From an optimization exercise on the open Yosys and OpenROAD flow, aimed at a short achievable clock period and few clock cycles; shortcuts taken in it are not production practice.
In this exercise RTL edits were held to simulation tests only and were not proved equivalent to the original.
No activity file was given, so power comes from the tool's default toggle rates.

==> flow/design.v (excerpt) <==
module one_hz_cpu (
    input  logic        clk,
    input  logic        rst,
    output logic [31:0] pc,
    input  logic [31:0] inst_rdata,
    output logic        inst_read,
    input  logic        inst_resp,
    output logic [31:0] data_address,
    input  logic [31:0] data_rdata,
    output logic [31:0] data_wdata,
    output logic        data_read,
    output logic        data_write,
    output logic [3:0]  data_mbe,
    input  logic        data_resp
);
Settings: LEC_CHECK=0, ABC_CLOCK_PERIOD_IN_PS=3000, CAP_MARGIN=20, CORE_MARGIN=2, CORE_UTILIZATION=40, SLEW_MARGIN=20, SYNTH_HIERARCHICAL=1; clock period 10.0 ns.
standard.sh (not shown) runs the stock make flow with config.mk's settings and CLKGATE_MAP_FILE= SYNTH_SCRIPT=/design/flow/synth_recipe.tcl, a recipe that flattens the netlist after the stock synthesis.
==> flow/flow/run.sh <==
#!/bin/bash
set -euo pipefail
bash standard.sh SETUP_SLACK_MARGIN=8 TNS_END_PERCENT=5 finish > flow_make.log 2>&1
Testbench counts at the start, summed over its fixed seeds: cycles 165,802.
Rerun with:
--- a/flow/design.v
+++ b/flow/design.v
@@ -115,12 +115,13 @@
     logic [7:0]  btb_tag [64];
     logic [29:0] btb_tgt [64];
     logic [1:0]  btb_typ [64];
     logic [1:0]  btb_ctr [64];
     logic        ex_valid;
     logic [10:0] ex_op;          
+    logic [6:0]  ex_as;          
     logic [31:0] ex_a, ex_b, ex_s;
     logic        ex_am, ex_bm, ex_sm;
     logic [29:0] ex_pn;
     logic        ex_br, ex_jal, ex_jalr, ex_link, ex_ret, ex_call;
     logic [2:0]  ex_f3;
     logic        ex_pt, ex_hit;
@@ -360,12 +361,15 @@
                         ((use1 & (ex_rd == rs1)) | (use2 & (ex_rd == rs2)))) |
                        ((m_valid & m_wen & m_load) &
                         ((use1 & (m_rd == rs1)) | (use2 & (m_rd == rs2))));
     logic sel1, sel2;
     assign sel1 = ex_fwd_ok && ex_rd == rs1;
     assign sel2 = ex_fwd_ok && ex_rd == rs2;
+    logic n_am, n_bm;
+    assign n_am = ~(is_lui | is_auipc) & sel1;
+    assign n_bm = is_op & sel2;
     assign d_fire  = d_valid & ~interlock & ~freeze;
     assign d_redir = d_valid & ~d_done & (d_take_jal | d_take_br | d_take_ret | d_unpred);
     always_ff @(posedge clk) begin
         if (rst | mr_redir | d_fire) d_done <= 1'b0;
         else if (d_redir) d_done <= 1'b1;
     end
@@ -378,17 +382,24 @@
             ex_valid <= d_fire;
         end
     end
     always_ff @(posedge clk) begin
         if (~freeze) begin
             ex_op    <= (is_jal | is_jalr) ? 11'b1 << 10 : 11'b1 << aluop;
+            ex_as    <= {aluop == 4'd1 & ~n_am &  n_bm,
+                         aluop == 4'd1 &  n_am & ~n_bm,
+                         aluop == 4'd1 & ~n_am & ~n_bm,
+                         aluop == 4'd0 & ~(is_jal | is_jalr) &  n_am &  n_bm,
+                         aluop == 4'd0 & ~(is_jal | is_jalr) & ~n_am &  n_bm,
+                         aluop == 4'd0 & ~(is_jal | is_jalr) &  n_am & ~n_bm,
+                         aluop == 4'd0 & ~(is_jal | is_jalr) & ~n_am & ~n_bm};
             ex_a     <= is_lui ? 32'd0 : is_auipc ? {d_pc, 2'b00} : r1;
             ex_b     <= is_op ? r2 : imm;
             ex_s     <= r2;
-            ex_am    <= ~(is_lui | is_auipc) & sel1;
-            ex_bm    <= is_op & sel2;
+            ex_am    <= n_am;
+            ex_bm    <= n_bm;
             ex_sm    <= sel2;
             ex_pn    <= n_pn;
             ex_br    <= is_br;
             ex_jal   <= is_jal;
             ex_jalr  <= is_jalr;
             ex_link  <= is_jal | is_jalr;
@@ -432,14 +443,19 @@
     assign dif = ex_am ? (ex_bm ? 33'd0 : dif_mr) : (ex_bm ? dif_rm : dif_rr);
     assign diff = dif[31:0];
     assign sltu = dif[32];
     assign slt  = (a[31] ^ b[31]) ? a[31] : dif[31];
     logic [31:0] sra;
     assign sra = $signed(a) >>> b[4:0];
-    assign alu_out = ({32{ex_op[0]}} & sum) |
-                     ({32{ex_op[1]}} & diff) |
+    assign alu_out = ({32{ex_as[0]}} & sum_rr) |
+                     ({32{ex_as[1]}} & sum_mr) |
+                     ({32{ex_as[2]}} & sum_rm) |
+                     ({32{ex_as[3]}} & sum_mm) |
+                     ({32{ex_as[4]}} & dif_rr[31:0]) |
+                     ({32{ex_as[5]}} & dif_mr[31:0]) |
+                     ({32{ex_as[6]}} & dif_rm[31:0]) |
                      ({32{ex_op[2]}} & (a << b[4:0])) |
                      ({32{ex_op[3]}} & {31'd0, slt}) |
                      ({32{ex_op[4]}} & {31'd0, sltu}) |
                      ({32{ex_op[5]}} & (a ^ b)) |
                      ({32{ex_op[6]}} & (a >> b[4:0])) |
                      ({32{ex_op[7]}} & sra) |
Effect: Total power is higher by a few percent. Hold slack gets worse by 0.017 ns. Sequential share of layout area went down by 0.79 points. Routed wire length hardly moves. Die area stays flat. Clock-buffer cell count increases by 11.
Testbench counts after the change, summed over its fixed seeds: cycles 165,802.

* * *

== v6 ==
one_hz_cpu, a different RTL version from the one above (not shown whole).
For scale: about 12,000 cells after synthesis, about 4,800 flip-flops, about 170 I/O pins.
Design one_hz_cpu, start of the top module:
module one_hz_cpu (
    input  logic        clk,
    input  logic        rst,
    output logic [31:0] pc,
    input  logic [31:0] inst_rdata,
    output logic        inst_read,
    input  logic        inst_resp,
    output logic [31:0] data_address,
    input  logic [31:0] data_rdata,
    output logic [31:0] data_wdata,
    output logic        data_read,
    output logic        data_write,
    output logic [3:0]  data_mbe,
    input  logic        data_resp
);
    localparam [29:0] START = 30'h18;  
    localparam [1:0] T_BR  = 2'd0;
    localparam [1:0] T_JMP = 2'd1;
    localparam [1:0] T_RET = 2'd2;
    logic        freeze;         
    logic        ex_redir;       
    logic [29:0] ex_target;
    logic        d_redir;        
    logic [29:0] d_target;
    logic        d_fire;         
    logic [29:0] fpc;
    logic        ireq;
    logic        ibusy, idrop;
    logic [29:0] o_pc, o_pn;
    logic        o_pt, o_hit;
    logic [1:0]  o_ctr;
  ...
make LEC_CHECK=0 ABC_CLOCK_PERIOD_IN_PS=3000 CAP_MARGIN=20 CORE_MARGIN=2 CORE_UTILIZATION=40 SETUP_SLACK_MARGIN=5 SLEW_MARGIN=20 finish   # period 10.0 ns
run.sh (not shown) runs the stock make flow with config.mk's settings and CLKGATE_MAP_FILE= SYNTH_SCRIPT=/design/flow/synth_recipe.tcl, a recipe that flattens the netlist after the stock synthesis.
Stock flow here: none of the scripts above is used.
Testbench counts of v6, summed over its fixed seeds: cycles 163,016.
> inputs changed (v6 -> v7)
--- a/flow/design.v
+++ b/flow/design.v
@@ -41,18 +41,19 @@
     logic [7:0]  btb_tag [64];
     logic [29:0] btb_tgt [64];
     logic [1:0]  btb_typ [64];
     logic [1:0]  btb_ctr [64];
     logic        ex_valid;
     logic [3:0]  ex_aluop;
     logic [31:0] ex_a, ex_b, ex_s;
-    logic        ex_am, ex_aw, ex_bm, ex_bw, ex_sm, ex_sw;
+    logic        ex_am, ex_bm, ex_sm;
+    logic [29:0] ex_pn;
     logic        ex_br, ex_jal, ex_jalr, ex_link, ex_ret, ex_call;
     logic [2:0]  ex_f3;
-    logic        ex_pt, ex_tgtmis, ex_hit;
+    logic        ex_pt, ex_hit;
     logic [1:0]  ex_ctr;
     logic [29:0] ex_tgt, ex_pc4, ex_pc;
     logic [31:0] ex_jexp;
     logic        ex_load, ex_store, ex_wen;
     logic [4:0]  ex_rd;
     logic        m_valid, m_wen, m_load;
     logic [4:0]  m_rd;
@@ -228,28 +229,30 @@
         if (d_take_ret) d_target = link_d;
         else if (d_unpred) d_target = d_pc4;
     end
     assign n_pt = d_pt | d_take_jal | d_take_br | d_take_ret;
     assign n_pn = (d_take_jal | d_take_br | d_take_ret) ? d_target : d_pn;
     logic        w_we;
     assign w_we = w_valid & w_wen;
-    logic [31:0] r1, r2;
-    assign r1 = (rs1 == 5'd0) ? 32'd0 : (w_we && w_rd == rs1) ? w_data : rf[rs1];
-    assign r2 = (rs2 == 5'd0) ? 32'd0 : (w_we && w_rd == rs2) ? w_data : rf[rs2];
     logic ex_fwd_ok, m_fwd_ok;
     assign ex_fwd_ok = ex_valid & ex_wen & ~ex_load;
     assign m_fwd_ok  = m_valid & m_wen & ~m_load;
+    logic [31:0] r1, r2;
+    assign r1 = (rs1 == 5'd0) ? 32'd0 : (m_fwd_ok && m_rd == rs1) ? m_res :
+                (w_we && w_rd == rs1) ? w_data : rf[rs1];
+    assign r2 = (rs2 == 5'd0) ? 32'd0 : (m_fwd_ok && m_rd == rs2) ? m_res :
+                (w_we && w_rd == rs2) ? w_data : rf[rs2];
     logic interlock;
     assign interlock = ((ex_valid & ex_wen & ex_load) &
                         ((use1 & (ex_rd == rs1)) | (use2 & (ex_rd == rs2)))) |
                        ((m_valid & m_wen & m_load) &
                         ((use1 & (m_rd == rs1)) | (use2 & (m_rd == rs2))));
-    logic [1:0] sel1, sel2;
-    assign sel1 = (ex_fwd_ok && ex_rd == rs1) ? 2'd1 : (m_fwd_ok && m_rd == rs1) ? 2'd2 : 2'd0;
-    assign sel2 = (ex_fwd_ok && ex_rd == rs2) ? 2'd1 : (m_fwd_ok && m_rd == rs2) ? 2'd2 : 2'd0;
+    logic sel1, sel2;
+    assign sel1 = ex_fwd_ok && ex_rd == rs1;
+    assign sel2 = ex_fwd_ok && ex_rd == rs2;
     assign d_fire  = d_valid & ~interlock & ~freeze;
     assign d_redir = d_fire & (d_take_jal | d_take_br | d_take_ret | d_unpred);
     logic [31:0] jexp;
     assign jexp = d_take_ret ? {link_d, 2'b00} : {d_pn, 2'b00} - imm_i;
     always_ff @(posedge clk) begin
         if (rst | ex_redir) begin
             ex_valid <= 1'b0;
@@ -259,45 +262,42 @@
     end
     always_ff @(posedge clk) begin
         if (~freeze) begin
             ex_aluop <= aluop;
             ex_a     <= is_lui ? 32'd0 : is_auipc ? {d_pc, 2'b00} : r1;
             ex_b     <= is_op ? r2 : imm;
             ex_s     <= r2;
-            ex_am    <= ~(is_lui | is_auipc) & (sel1 == 2'd1);
-            ex_aw    <= ~(is_lui | is_auipc) & (sel1 == 2'd2);
-            ex_bm    <= is_op & (sel2 == 2'd1);
-            ex_bw    <= is_op & (sel2 == 2'd2);
-            ex_sm    <= sel2 == 2'd1;
-            ex_sw    <= sel2 == 2'd2;
+            ex_am    <= ~(is_lui | is_auipc) & sel1;
+            ex_bm    <= is_op & sel2;
+            ex_sm    <= sel2;
+            ex_pn    <= n_pn;
             ex_br    <= is_br;
             ex_jal   <= is_jal;
             ex_jalr  <= is_jalr;
             ex_link  <= is_jal | is_jalr;
             ex_ret   <= is_ret;
             ex_call  <= is_call;
             ex_f3    <= f3;
             ex_pt    <= n_pt;
-            ex_tgtmis <= ~(d_take_jal | d_take_br) & (d_pn != d_tgt);
             ex_hit   <= d_hit;
             ex_ctr   <= d_ctr;
             ex_tgt   <= d_tgt;
             ex_pc4   <= d_pc4;
             ex_pc    <= d_pc;
             ex_jexp  <= jexp;
             ex_load  <= is_load;
             ex_store <= is_store;
             ex_wen   <= wen;
             ex_rd    <= rd;
         end
     end
     logic [31:0] a, b, s;
-    assign a = ex_am ? m_res : ex_aw ? w_res : ex_a;
-    assign b = ex_bm ? m_res : ex_bw ? w_res : ex_b;
-    assign s = ex_sm ? m_res : ex_sw ? w_res : ex_s;
+    assign a = ex_am ? m_res : ex_a;
+    assign b = ex_bm ? m_res : ex_b;
+    assign s = ex_sm ? m_res : ex_s;
     logic [31:0] sum, diff, alu_out;
     logic        slt, sltu;
     assign sum  = a + b;
     assign diff = a - b;
     assign sltu = a < b;
     assign slt  = $signed(a) < $signed(b);
     always_comb begin
@@ -324,14 +324,16 @@
             3'd1:    taken = ~eq;
             3'd4:    taken = blt;
             3'd5:    taken = ~blt;
             3'd6:    taken = bltu;
             default: taken = ~bltu;
         endcase
     end
+    logic ex_tgtmis;
+    assign ex_tgtmis = ex_pn != ex_tgt;
     logic mispred;
     always_comb begin
         if (ex_br)        mispred = (taken != ex_pt) | (taken & ex_tgtmis);
         else if (ex_jal)  mispred = ex_tgtmis;
         else if (ex_jalr) mispred = ~ex_pt | (a != ex_jexp);
         else              mispred = 1'b0;
     end
Results
Worst path arrival time: v7 vs v6 up 0.03 ns. Compared with v6, in v7 sequential share of power increased 0.9 points, worst setup slack increased 0.14 ns. On area of all placed cells without fillers, v7 does better than v6. Area fraction in and, or, nand and nor cells after synthesis ends up lower on v7. v7 against v6: die width stayed essentially flat; layout overhead on the synthesized area now smaller; transition time at the pin with the least slew margin now smaller; largest incremental delay on the critical path increased 0.20 ns; clock network fraction of total power comparable.
Testbench counts of v7, summed over its fixed seeds: cycles 163,016.

==> separate check: timing with driven ports <==
How much do the figures lean on ideal ports? The routed layouts below were timed once more, with nothing changed but the port constraints. Step 1 sets driving cells, clkbuf_16 on the clock port and buf_2 on the other inputs (assumed; they add their load-dependent delay and slew). Step 2 adds t to the input delays and takes it off the output delays; t is the mean of the earliest and latest rising clock arrival at the registers after step 1. Input paths then give back, and output paths get back, about the clock's delay inside the block. Three values: ideal, step 1, step 2; two values: the first two.
run | t, ns | setup WS [ns] | worst setup path at the end | worst slew at a driven data input, ns | pins driven straight from the clock port
the first run of note 1 | 1.240 | 5.651 / 5.651 / 4.653 | input to register | 0.30 | 1
the second run of note 1 | 1.249 | 5.553 / 5.553 / 4.682 | input to register | 0.35 | 1
v6 | 1.133 | 4.822 / 4.822 / 3.978 | input to register | 0.37 | 1
v7 | 1.116 | 4.963 / 4.963 / 3.937 | input to register | 0.22 | 1
After both steps every run listed still meets setup and hold. For v7, which loses most, drivers alone change the setup slack by 0.000 ns; drivers and shift together by -1.026 ns.
